Context: an optimization exercise on an open-source flow, tuned for small area. The choices shown serve that exercise and are no tape-out recipe. Only simulation tests tie the RTL to the original design; equivalence was not proved. No activity file was given, so power comes from the tool's default toggle rates.

==> pepper <==
==> flow/design.v <==
localparam  [ 2: 0] BEQ     = 3'b000,
                    BNE     = 3'b001,
                    BLT     = 3'b100,
                    BGE     = 3'b101,
                    BLTU    = 3'b110,
                    BGEU    = 3'b111;
localparam  [ 2: 0] ADD     = 3'b000,     
                    SLL     = 3'b001,
                    SLT     = 3'b010,
                    SLTU    = 3'b011,
                    XOR     = 3'b100,
                    SR      = 3'b101,     
                    OR      = 3'b110,
                    AND     = 3'b111;
`timescale 1ns/1ps
module execute
#(
	parameter [31:0] RESET = 32'h0000_0000
)
(
	input clk,
	input reset,
	input  [31:0] reg_rdata1,
	input  [31:0] reg_rdata2,
	input  [31:0] execute_imm,
	input  [31:0] pc,
	input  [31:0] fetch_pc,
	input     	immediate_sel,
	input     	mem_write,
	input     	jal,
	input     	jalr,
	input     	lui,
	input     	alu,
	input     	branch,
	input     	arithsubtype,
	input     	mem_to_reg,
	input     	stall_read,
	input  [4:0]  dest_reg_sel,
	input  [2:0]  alu_op,
	input  [1:0]  dmem_raddr,
	input     	wb_branch_i,
	input     	wb_branch_nxt_i,
	output [31:0] alu_operand1,
	output [31:0] alu_operand2,
	output [31:0] write_address,
	output    	branch_stall,
	output [31:0] next_pc,
	output    	branch_taken,
	output reg [31:0] wb_result,
	output reg    	wb_mem_write,
	output reg    	wb_alu_to_reg,
	output reg [4:0]  wb_dest_reg_sel,
	output reg    	wb_branch,
	output reg    	wb_branch_nxt,
	output reg    	wb_mem_to_reg,
	output reg [1:0]  wb_read_address,
	output reg [2:0]  mem_alu_operation
);
localparam  [ 2: 0] BEQ     = 3'b000,
                    BNE     = 3'b001,
                    BLT     = 3'b100,
                    BGE     = 3'b101,
                    BLTU    = 3'b110,
                    BGEU    = 3'b111;
localparam  [ 2: 0] ADD     = 3'b000,     
                    SLL     = 3'b001,
                    SLT     = 3'b010,
                    SLTU    = 3'b011,
                    XOR     = 3'b100,
                    SR      = 3'b101,     
                    OR      = 3'b110,
                    AND     = 3'b111;
genvar gi, gk;
wire [31:0] a   = reg_rdata1;
wire [31:0] imm = execute_imm;
wire        isel  = immediate_sel;
wire        nisel = ~immediate_sel;
wire [31:0] b;
generate for (gi = 0; gi < 32; gi = gi + 1) begin : g_op2
	g_a22o u (.a1(imm[gi]), .a2(isel), .b1(reg_rdata2[gi]), .b2(nisel), .y(b[gi]));
end endgenerate
assign alu_operand1 = a;
assign alu_operand2 = b;
assign branch_stall = wb_branch_i | wb_branch_nxt_i;
wire [31:0] addr_sum;
add32 u_addr (.x(a), .y(imm), .s(addr_sum));
assign write_address = addr_sum;
wire [31:0] target;
add32 u_target (.x(pc), .y(imm), .s(target));
wire [29:0] seq_hi;
inc30_fast u_seq (.x(fetch_pc[31:2]), .s(seq_hi));
wire [31:0] seq_pc = {seq_hi, fetch_pc[1:0]};
wire [29:0] link_hi;
inc30_slow u_link (.x(pc[31:2]), .s(link_hi));
wire [31:0] link_pc = {link_hi, pc[1:0]};
wire        sub = branch | (~alu_op[2] & (alu_op[1] | arithsubtype));
wire [31:0] y;
generate for (gi = 0; gi < 32; gi = gi + 1) begin : g_suby
	g_xor2 u (.a(b[gi]), .b(sub), .y(y[gi]));
end endgenerate
wire [31:0] alu_sum;
wire        alu_co;
wire        alu_ones;
add32c u_alu (.x(a), .y(y), .ci(sub), .s(alu_sum), .co(alu_co), .ones(alu_ones));
wire ltu = ~alu_co;
wire lt  = ~(a[31] ^ b[31]) ^ alu_co;
wire eq  = alu_ones;
wire cmp  = alu_op[2] ? (alu_op[1] ? ltu : lt) : eq;
wire cond = cmp ^ alu_op[0];
wire take = jal | (branch & cond);
assign branch_taken = (jal | jalr | (branch & cond)) & ~branch_stall;
wire sel_jr  = jalr;
wire sel_tgt = ~jalr & take;
wire sel_seq = ~jalr & ~take;
generate for (gi = 0; gi < 32; gi = gi + 1) begin : g_npc
	wire n;
	g_a222oi u (.a1(addr_sum[gi]), .a2(sel_jr), .b1(target[gi]), .b2(sel_tgt),
	            .c1(seq_pc[gi]), .c2(sel_seq), .y(n));
	g_inv ui (.a(n), .y(next_pc[gi]));
end endgenerate
wire        left  = ~alu_op[2];
wire        fill  = arithsubtype & a[31] & ~left;
wire [5:0]  sel   = {b[4:0], left};
wire [5:0]  nsel  = ~sel;
wire [31:0] st [1:6];
generate
	for (gi = 0; gi < 32; gi = gi + 1) begin : g_rev
		g_o22ai u (.a1(a[31 - gi]), .a2(nsel[0]), .b1(a[gi]), .b2(sel[0]), .y(st[1][gi]));
	end
	for (gk = 0; gk < 5; gk = gk + 1) begin : g_stage
		for (gi = 0; gi < 32; gi = gi + 1) begin : g_bit
			wire hi;
			if (gi + (1 << gk) < 32) begin : g_in
				assign hi = st[gk + 1][(gi + (1 << gk)) % 32];
			end else if (gk % 2 == 0) begin : g_fill_n
				assign hi = ~fill;
			end else begin : g_fill
				assign hi = fill;
			end
			g_o22ai u (.a1(hi), .a2(nsel[gk + 1]), .b1(st[gk + 1][gi]), .b2(sel[gk + 1]), .y(st[gk + 2][gi]));
		end
	end
endgenerate
wire [31:0] shr = st[6];
wire en      = ~stall_read;
wire is_op   = en & alu;
wire selA    = is_op & (alu_op == ADD);
wire selSR   = is_op & (alu_op == SR);
wire selSL   = is_op & (alu_op == SLL);
wire selSLT  = is_op & (alu_op == SLT);
wire selSLTU = is_op & (alu_op == SLTU);
wire selJ    = en & (jal | jalr);
wire selU    = en & lui;
wire hold    = stall_read;
wire opXOR   = is_op & (alu_op == XOR);
wire opOR    = is_op & (alu_op == OR);
wire opAND   = is_op & (alu_op == AND);
wire opST    = en & mem_write;
wire [3:0] t;
assign t[0] = 1'b0;
assign t[1] = opXOR | opOR;
assign t[2] = opXOR | opOR | opST;
assign t[3] = opOR | opAND | opST;
wire [3:0] nt = ~t;
wire [31:0] d_result;
generate for (gi = 0; gi < 32; gi = gi + 1) begin : g_res
	wire n1, n2, nl;
	g_a222oi u1 (.a1(alu_sum[gi]), .a2(selA), .b1(shr[gi]), .b2(selSR), .c1(shr[31 - gi]), .c2(selSL), .y(n1));
	g_a222oi u2 (.a1(link_pc[gi]), .a2(selJ), .b1(imm[gi]), .b2(selU), .c1(wb_result[gi]), .c2(hold), .y(n2));
	g_mux4   um (.a0(nt[0]), .a1(nt[1]), .a2(nt[2]), .a3(nt[3]), .s0(a[gi]), .s1(b[gi]), .y(nl));
	if (gi == 0) begin : g_slt
		wire n3 = ~((lt & selSLT) | (ltu & selSLTU));
		g_nand4 un (.a(n1), .b(n2), .c(nl), .d(n3), .y(d_result[gi]));
	end else begin : g_nslt
		g_nand3 un (.a(n1), .b(n2), .c(nl), .y(d_result[gi]));
	end
end endgenerate
wire [14:0] ctl_q = {wb_mem_write, wb_alu_to_reg, wb_dest_reg_sel, wb_branch, wb_branch_nxt,
                     wb_mem_to_reg, wb_read_address, mem_alu_operation};
wire [14:0] ctl_new = {mem_write & ~branch_stall, alu | lui | jal | jalr | mem_to_reg, dest_reg_sel,
                       branch_taken, wb_branch, mem_to_reg, dmem_raddr, alu_op};
wire [14:0] ctl_d;
generate for (gi = 0; gi < 15; gi = gi + 1) begin : g_ctl
	g_a22o u (.a1(ctl_q[gi]), .a2(hold), .b1(ctl_new[gi]), .b2(en), .y(ctl_d[gi]));
end endgenerate
always @(posedge clk or negedge reset) begin
	if (!reset) begin
		wb_result         <= 32'h0;
		wb_mem_write      <= 1'b0;
		wb_alu_to_reg     <= 1'b0;
		wb_dest_reg_sel   <= 5'h0;
		wb_branch         <= 1'b0;
		wb_branch_nxt     <= 1'b0;
		wb_mem_to_reg     <= 1'b0;
		wb_read_address   <= 2'h0;
		mem_alu_operation <= 3'h0;
	end
	else begin
		wb_result <= d_result;
		{wb_mem_write, wb_alu_to_reg, wb_dest_reg_sel, wb_branch, wb_branch_nxt,
		 wb_mem_to_reg, wb_read_address, mem_alu_operation} <= ctl_d;
	end
end
endmodule
module add32 (
	input  [31:0] x,
	input  [31:0] y,
	output [31:0] s
);
	wire [31:0] s0;
	wire [32:0] c;
	wire [3:0]  cb;
	wire [3:0]  ones;
	wire [32:0] t;
	genvar k, j;
	generate for (k = 0; k < 4; k = k + 1) begin : g_blk
		g_ha uh (.a(x[8*k]), .b(y[8*k]), .s(s0[8*k]), .co(c[8*k+1]));
		for (j = 1; j < 8; j = j + 1) begin : g_fa
			g_fa uf (.a(x[8*k+j]), .b(y[8*k+j]), .c(c[8*k+j]), .s(s0[8*k+j]), .co(c[8*k+j+1]));
		end
		if (k == 0) begin : g_first
			assign s[7:0] = s0[7:0];
			assign cb[1] = c[8];
		end else begin : g_inc
			assign t[8*k] = cb[k];
			for (j = 0; j < 7; j = j + 1) begin : g_i
				g_ha ui (.a(s0[8*k+j]), .b(t[8*k+j]), .s(s[8*k+j]), .co(t[8*k+j+1]));
			end
			g_xor2 ux (.a(s0[8*k+7]), .b(t[8*k+7]), .y(s[8*k+7]));
			if (k < 3) begin : g_carry
				wire n0, n1;
				g_nand4 ua (.a(s0[8*k]), .b(s0[8*k+1]), .c(s0[8*k+2]), .d(s0[8*k+3]), .y(n0));
				g_nand4 ub (.a(s0[8*k+4]), .b(s0[8*k+5]), .c(s0[8*k+6]), .d(s0[8*k+7]), .y(n1));
				g_nor2  uo (.a(n0), .b(n1), .y(ones[k]));
				g_a21o  uc (.a1(cb[k]), .a2(ones[k]), .b1(c[8*k+8]), .y(cb[k+1]));
			end
		end
	end endgenerate
endmodule
module add32c (
	input  [31:0] x,
	input  [31:0] y,
	input         ci,
	output [31:0] s,
	output        co,
	output        ones
);
	wire [31:0] s0;
	wire [32:0] c;
	wire [4:0]  cb;
	wire [3:0]  bo;
	wire [32:0] t;
	assign cb[0] = ci;
	genvar k, j;
	generate for (k = 0; k < 4; k = k + 1) begin : g_blk
		g_ha uh (.a(x[8*k]), .b(y[8*k]), .s(s0[8*k]), .co(c[8*k+1]));
		for (j = 1; j < 8; j = j + 1) begin : g_fa
			g_fa uf (.a(x[8*k+j]), .b(y[8*k+j]), .c(c[8*k+j]), .s(s0[8*k+j]), .co(c[8*k+j+1]));
		end
		assign t[8*k] = cb[k];
		for (j = 0; j < 7; j = j + 1) begin : g_i
			g_ha ui (.a(s0[8*k+j]), .b(t[8*k+j]), .s(s[8*k+j]), .co(t[8*k+j+1]));
		end
		g_xor2 ux (.a(s0[8*k+7]), .b(t[8*k+7]), .y(s[8*k+7]));
		wire n0, n1;
		g_nand4 ua (.a(s0[8*k]), .b(s0[8*k+1]), .c(s0[8*k+2]), .d(s0[8*k+3]), .y(n0));
		g_nand4 ub (.a(s0[8*k+4]), .b(s0[8*k+5]), .c(s0[8*k+6]), .d(s0[8*k+7]), .y(n1));
		g_nor2  uo (.a(n0), .b(n1), .y(bo[k]));
		g_a21o  uc (.a1(cb[k]), .a2(bo[k]), .b1(c[8*k+8]), .y(cb[k+1]));
	end endgenerate
	assign co   = cb[4];
	assign ones = &bo;
endmodule
module inc30_fast (
	input  [29:0] x,
	output [29:0] s
);
	wire [30:0] t;
	wire [2:0]  all8;
	genvar k, j;
	generate for (k = 0; k < 3; k = k + 1) begin : g_and8
		wire n0, n1;
		g_nand4 ua (.a(x[8*k]), .b(x[8*k+1]), .c(x[8*k+2]), .d(x[8*k+3]), .y(n0));
		g_nand4 ub (.a(x[8*k+4]), .b(x[8*k+5]), .c(x[8*k+6]), .d(x[8*k+7]), .y(n1));
		g_nor2  uo (.a(n0), .b(n1), .y(all8[k]));
	end endgenerate
	g_inv u0 (.a(x[0]), .y(s[0]));
	assign t[1]  = x[0];
	assign t[8]  = all8[0];
	assign t[16] = all8[0] & all8[1];
	assign t[24] = all8[0] & all8[1] & all8[2];
	generate for (j = 1; j < 30; j = j + 1) begin : g_bit
		if (j == 7 || j == 15 || j == 23 || j == 29) begin : g_last
			g_xor2 ux (.a(x[j]), .b(t[j]), .y(s[j]));
		end else begin : g_ha
			g_ha uh (.a(x[j]), .b(t[j]), .s(s[j]), .co(t[j+1]));
		end
	end endgenerate
endmodule
module inc30_slow (
	input  [29:0] x,
	output [29:0] s
);
	wire [30:0] t;
	g_inv u0 (.a(x[0]), .y(s[0]));
	assign t[1] = x[0];
	genvar j;
	generate for (j = 1; j < 30; j = j + 1) begin : g_bit
		if (j == 29) begin : g_last
			g_xor2 ux (.a(x[j]), .b(t[j]), .y(s[j]));
		end else begin : g_ha
			g_ha uh (.a(x[j]), .b(t[j]), .s(s[j]), .co(t[j+1]));
		end
	end endgenerate
endmodule
module g_inv (input a, output y);
	assign y = ~a;
endmodule
module g_nor2 (input a, input b, output y);
	assign y = ~(a | b);
endmodule
module g_nand3 (input a, input b, input c, output y);
	assign y = ~(a & b & c);
endmodule
module g_nand4 (input a, input b, input c, input d, output y);
	assign y = ~(a & b & c & d);
endmodule
module g_xor2 (input a, input b, output y);
	assign y = a ^ b;
endmodule
module g_a21o (input a1, input a2, input b1, output y);
	assign y = (a1 & a2) | b1;
endmodule
module g_a22o (input a1, input a2, input b1, input b2, output y);
	assign y = (a1 & a2) | (b1 & b2);
endmodule
module g_o22ai (input a1, input a2, input b1, input b2, output y);
	assign y = ~((a1 | a2) & (b1 | b2));
endmodule
module g_a222oi (input a1, input a2, input b1, input b2, input c1, input c2, output y);
	assign y = ~((a1 & a2) | (b1 & b2) | (c1 & c2));
endmodule
module g_mux4 (input a0, input a1, input a2, input a3, input s0, input s1, output y);
	assign y = s1 ? (s0 ? a3 : a2) : (s0 ? a1 : a0);
endmodule
module g_ha (input a, input b, output s, output co);
	assign s  = a ^ b;
	assign co = a & b;
endmodule
module g_fa (input a, input b, input c, output s, output co);
	assign s  = a ^ b ^ c;
	assign co = (a & b) | (a & c) | (b & c);
endmodule
==> flow/flow/run.sh <==
#!/bin/bash
# Standard ORFS layout, with the port buffers made from the smallest buffer
# cell (buf_1) instead of the one buffer_ports picks by default.
set -euo pipefail
export BUFFER_PORTS_ARGS="-buffer_cell sky130_fd_sc_hd__buf_1"
bash standard.sh > standard_flow.log 2>&1
==> flow/standard.sh <==
#!/bin/bash
# synth_recipe.tcl (not shown) runs the flow's synth.tcl, then flattens the netlist and writes it again
# the make line also repeats each setting of config.mk as NAME=value (left out here)
make -C /OpenROAD-flow-scripts/flow DESIGN_CONFIG=/design/flow/config.mk WORK_HOME=/design/flow/orfs CLKGATE_MAP_FILE= SYNTH_SCRIPT=/design/flow/synth_recipe.tcl "${@:-finish}"
==> flow/config.mk <==
export PLATFORM = sky130hd
export DESIGN_NAME = execute
export DESIGN_NICKNAME = execute
export VERILOG_FILES = /design/flow/design.v
export SDC_FILE = /design/flow/constraint.sdc
export NUM_CORES = 4
export LEC_CHECK = 0
export CAP_MARGIN = 20
export CORE_MARGIN = 2
export CORE_UTILIZATION = 40
export SLEW_MARGIN = 20
export SYNTH_HIERARCHICAL = 1
==> flow/constraint.sdc <==
create_clock -name core_clock -period 12.0 [get_ports {clk}]
set_input_delay 2.4000 -clock core_clock [delete_from_list [all_inputs] [get_ports {clk}]]
set_output_delay 2.4000 -clock core_clock [all_outputs]
set_load 0.01 [all_outputs]
==> inputs of xenon, as changes to pepper <==
--- a/flow/design.v
+++ b/flow/design.v
@@ -87,12 +87,16 @@
 assign write_address = addr_sum;
 wire [31:0] target;
 add32 u_target (.x(pc), .y(imm), .s(target));
-wire [29:0] seq_hi;
-inc30_fast u_seq (.x(fetch_pc[31:2]), .s(seq_hi));
-wire [31:0] seq_pc = {seq_hi, fetch_pc[1:0]};
-wire [29:0] link_hi;
-inc30_slow u_link (.x(pc[31:2]), .s(link_hi));
-wire [31:0] link_pc = {link_hi, pc[1:0]};
+wire        jump  = jal | jalr;
+wire        njump = ~jump;
+wire [29:0] inc_in;
+generate for (gi = 0; gi < 30; gi = gi + 1) begin : g_incin
+	g_a22o u (.a1(pc[gi + 2]), .a2(jump), .b1(fetch_pc[gi + 2]), .b2(njump), .y(inc_in[gi]));
+end endgenerate
+wire [29:0] inc_out;
+inc30_fast u_seq (.x(inc_in), .s(inc_out));
+wire [31:0] seq_pc  = {inc_out, fetch_pc[1:0]};
+wire [31:0] link_pc = {inc_out, pc[1:0]};
 wire        sub = branch | (~alu_op[2] & (alu_op[1] | arithsubtype));
 wire [31:0] y;
 generate for (gi = 0; gi < 32; gi = gi + 1) begin : g_suby
@@ -149,30 +153,24 @@
 wire selSL   = is_op & (alu_op == SLL);
 wire selSLT  = is_op & (alu_op == SLT);
 wire selSLTU = is_op & (alu_op == SLTU);
-wire selJ    = en & (jal | jalr);
+wire selJ    = en & jump;
 wire selU    = en & lui;
 wire hold    = stall_read;
-wire opXOR   = is_op & (alu_op == XOR);
-wire opOR    = is_op & (alu_op == OR);
-wire opAND   = is_op & (alu_op == AND);
-wire opST    = en & mem_write;
-wire [3:0] t;
-assign t[0] = 1'b0;
-assign t[1] = opXOR | opOR;
-assign t[2] = opXOR | opOR | opST;
-assign t[3] = opOR | opAND | opST;
-wire [3:0] nt = ~t;
+wire tX      = is_op & ((alu_op == XOR) | (alu_op == OR));
+wire tG      = is_op & ((alu_op == AND) | (alu_op == OR));
+wire tB      = en & mem_write;
 wire [31:0] d_result;
 generate for (gi = 0; gi < 32; gi = gi + 1) begin : g_res
-	wire n1, n2, nl;
+	wire x, g, n1, n2, n3;
+	g_ha     uh (.a(a[gi]), .b(b[gi]), .s(x), .co(g));
 	g_a222oi u1 (.a1(alu_sum[gi]), .a2(selA), .b1(shr[gi]), .b2(selSR), .c1(shr[31 - gi]), .c2(selSL), .y(n1));
 	g_a222oi u2 (.a1(link_pc[gi]), .a2(selJ), .b1(imm[gi]), .b2(selU), .c1(wb_result[gi]), .c2(hold), .y(n2));
-	g_mux4   um (.a0(nt[0]), .a1(nt[1]), .a2(nt[2]), .a3(nt[3]), .s0(a[gi]), .s1(b[gi]), .y(nl));
+	g_a222oi u3 (.a1(x), .a2(tX), .b1(g), .b2(tG), .c1(b[gi]), .c2(tB), .y(n3));
 	if (gi == 0) begin : g_slt
-		wire n3 = ~((lt & selSLT) | (ltu & selSLTU));
-		g_nand4 un (.a(n1), .b(n2), .c(nl), .d(n3), .y(d_result[gi]));
+		wire n4 = ~((lt & selSLT) | (ltu & selSLTU));
+		g_nand4 un (.a(n1), .b(n2), .c(n3), .d(n4), .y(d_result[gi]));
 	end else begin : g_nslt
-		g_nand3 un (.a(n1), .b(n2), .c(nl), .y(d_result[gi]));
+		g_nand3 un (.a(n1), .b(n2), .c(n3), .y(d_result[gi]));
 	end
 end endgenerate
 wire [14:0] ctl_q = {wb_mem_write, wb_alu_to_reg, wb_dest_reg_sel, wb_branch, wb_branch_nxt,
@@ -248,11 +246,21 @@
 	wire [31:0] s0;
 	wire [32:0] c;
 	wire [4:0]  cb;
-	wire [3:0]  bo;
+	wire [3:1]  bo;
 	wire [32:0] t;
-	assign cb[0] = ci;
 	genvar k, j;
-	generate for (k = 0; k < 4; k = k + 1) begin : g_blk
+	assign c[0] = ci;
+	generate for (j = 0; j < 8; j = j + 1) begin : g_b0
+		g_fa uf (.a(x[j]), .b(y[j]), .c(c[j]), .s(s[j]), .co(c[j+1]));
+	end endgenerate
+	assign cb[1] = c[8];
+	wire z0, z1, z2, z3, nz;
+	g_nor2  uz0 (.a(s[0]), .b(s[1]), .y(z0));
+	g_nor2  uz1 (.a(s[2]), .b(s[3]), .y(z1));
+	g_nor2  uz2 (.a(s[4]), .b(s[5]), .y(z2));
+	g_nor2  uz3 (.a(s[6]), .b(s[7]), .y(z3));
+	g_nand4 uzn (.a(z0), .b(z1), .c(z2), .d(z3), .y(nz));
+	generate for (k = 1; k < 4; k = k + 1) begin : g_blk
 		g_ha uh (.a(x[8*k]), .b(y[8*k]), .s(s0[8*k]), .co(c[8*k+1]));
 		for (j = 1; j < 8; j = j + 1) begin : g_fa
 			g_fa uf (.a(x[8*k+j]), .b(y[8*k+j]), .c(c[8*k+j]), .s(s0[8*k+j]), .co(c[8*k+j+1]));
@@ -269,7 +277,7 @@
 		g_a21o  uc (.a1(cb[k]), .a2(bo[k]), .b1(c[8*k+8]), .y(cb[k+1]));
 	end endgenerate
 	assign co   = cb[4];
-	assign ones = &bo;
+	assign ones = ~nz & c[8] & bo[1] & bo[2] & bo[3];
 endmodule
 module inc30_fast (
 	input  [29:0] x,
@@ -297,22 +305,6 @@
 		end
 	end endgenerate
 endmodule
-module inc30_slow (
-	input  [29:0] x,
-	output [29:0] s
-);
-	wire [30:0] t;
-	g_inv u0 (.a(x[0]), .y(s[0]));
-	assign t[1] = x[0];
-	genvar j;
-	generate for (j = 1; j < 30; j = j + 1) begin : g_bit
-		if (j == 29) begin : g_last
-			g_xor2 ux (.a(x[j]), .b(t[j]), .y(s[j]));
-		end else begin : g_ha
-			g_ha uh (.a(x[j]), .b(t[j]), .s(s[j]), .co(t[j+1]));
-		end
-	end endgenerate
-endmodule
 module g_inv (input a, output y);
 	assign y = ~a;
 endmodule
@@ -340,9 +332,6 @@
 module g_a222oi (input a1, input a2, input b1, input b2, input c1, input c2, output y);
 	assign y = ~((a1 & a2) | (b1 & b2) | (c1 & c2));
 endmodule
-module g_mux4 (input a0, input a1, input a2, input a3, input s0, input s1, output y);
-	assign y = s1 ? (s0 ? a3 : a2) : (s0 ? a1 : a0);
-endmodule
 module g_ha (input a, input b, output s, output co);
 	assign s  = a ^ b;
 	assign co = a & b;
- CTS_BUF_LIST: default -> sky130_fd_sc_hd__clkbuf_8
==> inputs of juniper, as changes to pepper <==
--- a/flow/design.v
+++ b/flow/design.v
@@ -87,12 +87,16 @@
 assign write_address = addr_sum;
 wire [31:0] target;
 add32 u_target (.x(pc), .y(imm), .s(target));
-wire [29:0] seq_hi;
-inc30_fast u_seq (.x(fetch_pc[31:2]), .s(seq_hi));
-wire [31:0] seq_pc = {seq_hi, fetch_pc[1:0]};
-wire [29:0] link_hi;
-inc30_slow u_link (.x(pc[31:2]), .s(link_hi));
-wire [31:0] link_pc = {link_hi, pc[1:0]};
+wire        jump  = jal | jalr;
+wire        njump = ~jump;
+wire [29:0] inc_in;
+generate for (gi = 0; gi < 30; gi = gi + 1) begin : g_incin
+	g_a22o u (.a1(pc[gi + 2]), .a2(jump), .b1(fetch_pc[gi + 2]), .b2(njump), .y(inc_in[gi]));
+end endgenerate
+wire [29:0] inc_out;
+inc30_fast u_seq (.x(inc_in), .s(inc_out));
+wire [31:0] seq_pc  = {inc_out, fetch_pc[1:0]};
+wire [31:0] link_pc = {inc_out, pc[1:0]};
 wire        sub = branch | (~alu_op[2] & (alu_op[1] | arithsubtype));
 wire [31:0] y;
 generate for (gi = 0; gi < 32; gi = gi + 1) begin : g_suby
@@ -149,30 +153,24 @@
 wire selSL   = is_op & (alu_op == SLL);
 wire selSLT  = is_op & (alu_op == SLT);
 wire selSLTU = is_op & (alu_op == SLTU);
-wire selJ    = en & (jal | jalr);
+wire selJ    = en & jump;
 wire selU    = en & lui;
 wire hold    = stall_read;
-wire opXOR   = is_op & (alu_op == XOR);
-wire opOR    = is_op & (alu_op == OR);
-wire opAND   = is_op & (alu_op == AND);
-wire opST    = en & mem_write;
-wire [3:0] t;
-assign t[0] = 1'b0;
-assign t[1] = opXOR | opOR;
-assign t[2] = opXOR | opOR | opST;
-assign t[3] = opOR | opAND | opST;
-wire [3:0] nt = ~t;
+wire tX      = is_op & ((alu_op == XOR) | (alu_op == OR));
+wire tG      = is_op & ((alu_op == AND) | (alu_op == OR));
+wire tB      = en & mem_write;
 wire [31:0] d_result;
 generate for (gi = 0; gi < 32; gi = gi + 1) begin : g_res
-	wire n1, n2, nl;
+	wire x, g, n1, n2, n3;
+	g_ha     uh (.a(a[gi]), .b(b[gi]), .s(x), .co(g));
 	g_a222oi u1 (.a1(alu_sum[gi]), .a2(selA), .b1(shr[gi]), .b2(selSR), .c1(shr[31 - gi]), .c2(selSL), .y(n1));
 	g_a222oi u2 (.a1(link_pc[gi]), .a2(selJ), .b1(imm[gi]), .b2(selU), .c1(wb_result[gi]), .c2(hold), .y(n2));
-	g_mux4   um (.a0(nt[0]), .a1(nt[1]), .a2(nt[2]), .a3(nt[3]), .s0(a[gi]), .s1(b[gi]), .y(nl));
+	g_a222oi u3 (.a1(x), .a2(tX), .b1(g), .b2(tG), .c1(b[gi]), .c2(tB), .y(n3));
 	if (gi == 0) begin : g_slt
-		wire n3 = ~((lt & selSLT) | (ltu & selSLTU));
-		g_nand4 un (.a(n1), .b(n2), .c(nl), .d(n3), .y(d_result[gi]));
+		wire n4 = ~((lt & selSLT) | (ltu & selSLTU));
+		g_nand4 un (.a(n1), .b(n2), .c(n3), .d(n4), .y(d_result[gi]));
 	end else begin : g_nslt
-		g_nand3 un (.a(n1), .b(n2), .c(nl), .y(d_result[gi]));
+		g_nand3 un (.a(n1), .b(n2), .c(n3), .y(d_result[gi]));
 	end
 end endgenerate
 wire [14:0] ctl_q = {wb_mem_write, wb_alu_to_reg, wb_dest_reg_sel, wb_branch, wb_branch_nxt,
@@ -248,11 +246,21 @@
 	wire [31:0] s0;
 	wire [32:0] c;
 	wire [4:0]  cb;
-	wire [3:0]  bo;
+	wire [3:1]  bo;
 	wire [32:0] t;
-	assign cb[0] = ci;
 	genvar k, j;
-	generate for (k = 0; k < 4; k = k + 1) begin : g_blk
+	assign c[0] = ci;
+	generate for (j = 0; j < 8; j = j + 1) begin : g_b0
+		g_fa uf (.a(x[j]), .b(y[j]), .c(c[j]), .s(s[j]), .co(c[j+1]));
+	end endgenerate
+	assign cb[1] = c[8];
+	wire z0, z1, z2, z3, nz;
+	g_nor2  uz0 (.a(s[0]), .b(s[1]), .y(z0));
+	g_nor2  uz1 (.a(s[2]), .b(s[3]), .y(z1));
+	g_nor2  uz2 (.a(s[4]), .b(s[5]), .y(z2));
+	g_nor2  uz3 (.a(s[6]), .b(s[7]), .y(z3));
+	g_nand4 uzn (.a(z0), .b(z1), .c(z2), .d(z3), .y(nz));
+	generate for (k = 1; k < 4; k = k + 1) begin : g_blk
 		g_ha uh (.a(x[8*k]), .b(y[8*k]), .s(s0[8*k]), .co(c[8*k+1]));
 		for (j = 1; j < 8; j = j + 1) begin : g_fa
 			g_fa uf (.a(x[8*k+j]), .b(y[8*k+j]), .c(c[8*k+j]), .s(s0[8*k+j]), .co(c[8*k+j+1]));
@@ -269,7 +277,7 @@
 		g_a21o  uc (.a1(cb[k]), .a2(bo[k]), .b1(c[8*k+8]), .y(cb[k+1]));
 	end endgenerate
 	assign co   = cb[4];
-	assign ones = &bo;
+	assign ones = ~nz & c[8] & bo[1] & bo[2] & bo[3];
 endmodule
 module inc30_fast (
 	input  [29:0] x,
@@ -297,22 +305,6 @@
 		end
 	end endgenerate
 endmodule
-module inc30_slow (
-	input  [29:0] x,
-	output [29:0] s
-);
-	wire [30:0] t;
-	g_inv u0 (.a(x[0]), .y(s[0]));
-	assign t[1] = x[0];
-	genvar j;
-	generate for (j = 1; j < 30; j = j + 1) begin : g_bit
-		if (j == 29) begin : g_last
-			g_xor2 ux (.a(x[j]), .b(t[j]), .y(s[j]));
-		end else begin : g_ha
-			g_ha uh (.a(x[j]), .b(t[j]), .s(s[j]), .co(t[j+1]));
-		end
-	end endgenerate
-endmodule
 module g_inv (input a, output y);
 	assign y = ~a;
 endmodule
@@ -340,9 +332,6 @@
 module g_a222oi (input a1, input a2, input b1, input b2, input c1, input c2, output y);
 	assign y = ~((a1 & a2) | (b1 & b2) | (c1 & c2));
 endmodule
-module g_mux4 (input a0, input a1, input a2, input a3, input s0, input s1, output y);
-	assign y = s1 ? (s0 ? a3 : a2) : (s0 ? a1 : a0);
-endmodule
 module g_ha (input a, input b, output s, output co);
 	assign s  = a ^ b;
 	assign co = a & b;
==> out/metrics.csv <==
stage,metric,value,unit
floorplanning,die height,158,um
synth,unique cell type count in the Yosys netlist,34,
setup_path,Critical Path Sink,next_pc[7],
placed_design,dpl cells,1580,
run_status,status,finished clean,
pwr,Flop+latch power,0.191,mW
finish,"commonest non-fill, non-tap cells in the layout","buf_1 (356), o22ai_1 (192), ha_1 (135)",
setup_path,R2R Setup Slk,11.01,ns
pwr,sequential power share,18.3,%
pwr,Comb power frac,65.2,%
global_routing,number of global-route vias before repair,9733,
placed_design,gp weighted congestion,0.981,
synth,dominant cells by area after synthesis,"ha_1 (18%), fa_1 (18%), o22ai_1 (13%)",
clocking,CTS Root Cell,clkbuf_16,
detailed_routing,Via density,6.40,
finish,multi-input gate count,777,
placed_design,placed cell areas,11200,sq um
timing,worst setup margin,0.400,ns
finish,Signal buf overhead,13.9,%
# the run above: pepper

==> out/metrics.csv <==
stage,metric,value,unit
placed_design,placed cell areas,10900,sq um
pwr,Flop+latch power,0.195,mW
finish,"commonest non-fill, non-tap cells in the layout","buf_1 (357), o22ai_1 (192), ha_1 (131)",
run_status,status,finished clean,
finish,Signal buf overhead,14.5,%
pwr,Comb power frac,69.3,%
synth,unique cell type count in the Yosys netlist,30,
placed_design,gp weighted congestion,0.936,
floorplanning,die height,156,um
timing,worst setup margin,0.325,ns
clocking,CTS Root Cell,clkbuf_8,
# the run above: xenon

==> out/metrics.csv <==
stage,metric,value,unit
run_status,status,finished clean,
finish,multi-input gate count,771,
setup_path,R2R Setup Slk,10.96,ns
pwr,sequential power share,18.4,%
finish,Signal buf overhead,14.4,%
pwr,Flop+latch power,0.195,mW
synth,dominant cells by area after synthesis,"fa_1 (18%), ha_1 (18%), a222oi_1 (14%)",
global_routing,number of global-route vias before repair,10027,
pwr,Comb power frac,66.8,%
placed_design,gp weighted congestion,0.936,
# the run above: juniper

[static timing again, ports no longer ideal]
The results above use ideal ports. As a check the final layouts listed here were re-extracted and re-timed, cells and wires unchanged.
Step 1, drivers: a clkbuf_16 drives clk and a buf_2 each remaining input, both assumed.
Step 2, shift: input delay + t, output delay - t, t = (earliest + latest rising clock arrival at the registers) / 2. This alone moves slack from input paths to output paths.
Three values: no drivers, after step 1, after step 2; two values: the first two.
run	shift t [ns]	slack for setup (ns)	latest minus earliest clock arrival (ns)	pins driven straight from the clock port
pepper	0.349	0.400 / 0.380 / 0.380	0.010 / 0.010	1
xenon	0.364	0.325 / 0.296 / 0.296	0.012 / 0.012	1
juniper	0.338	0.359 / 0.330 / 0.330	0.008 / 0.008	1
After both steps setup and hold are still met in every run listed.
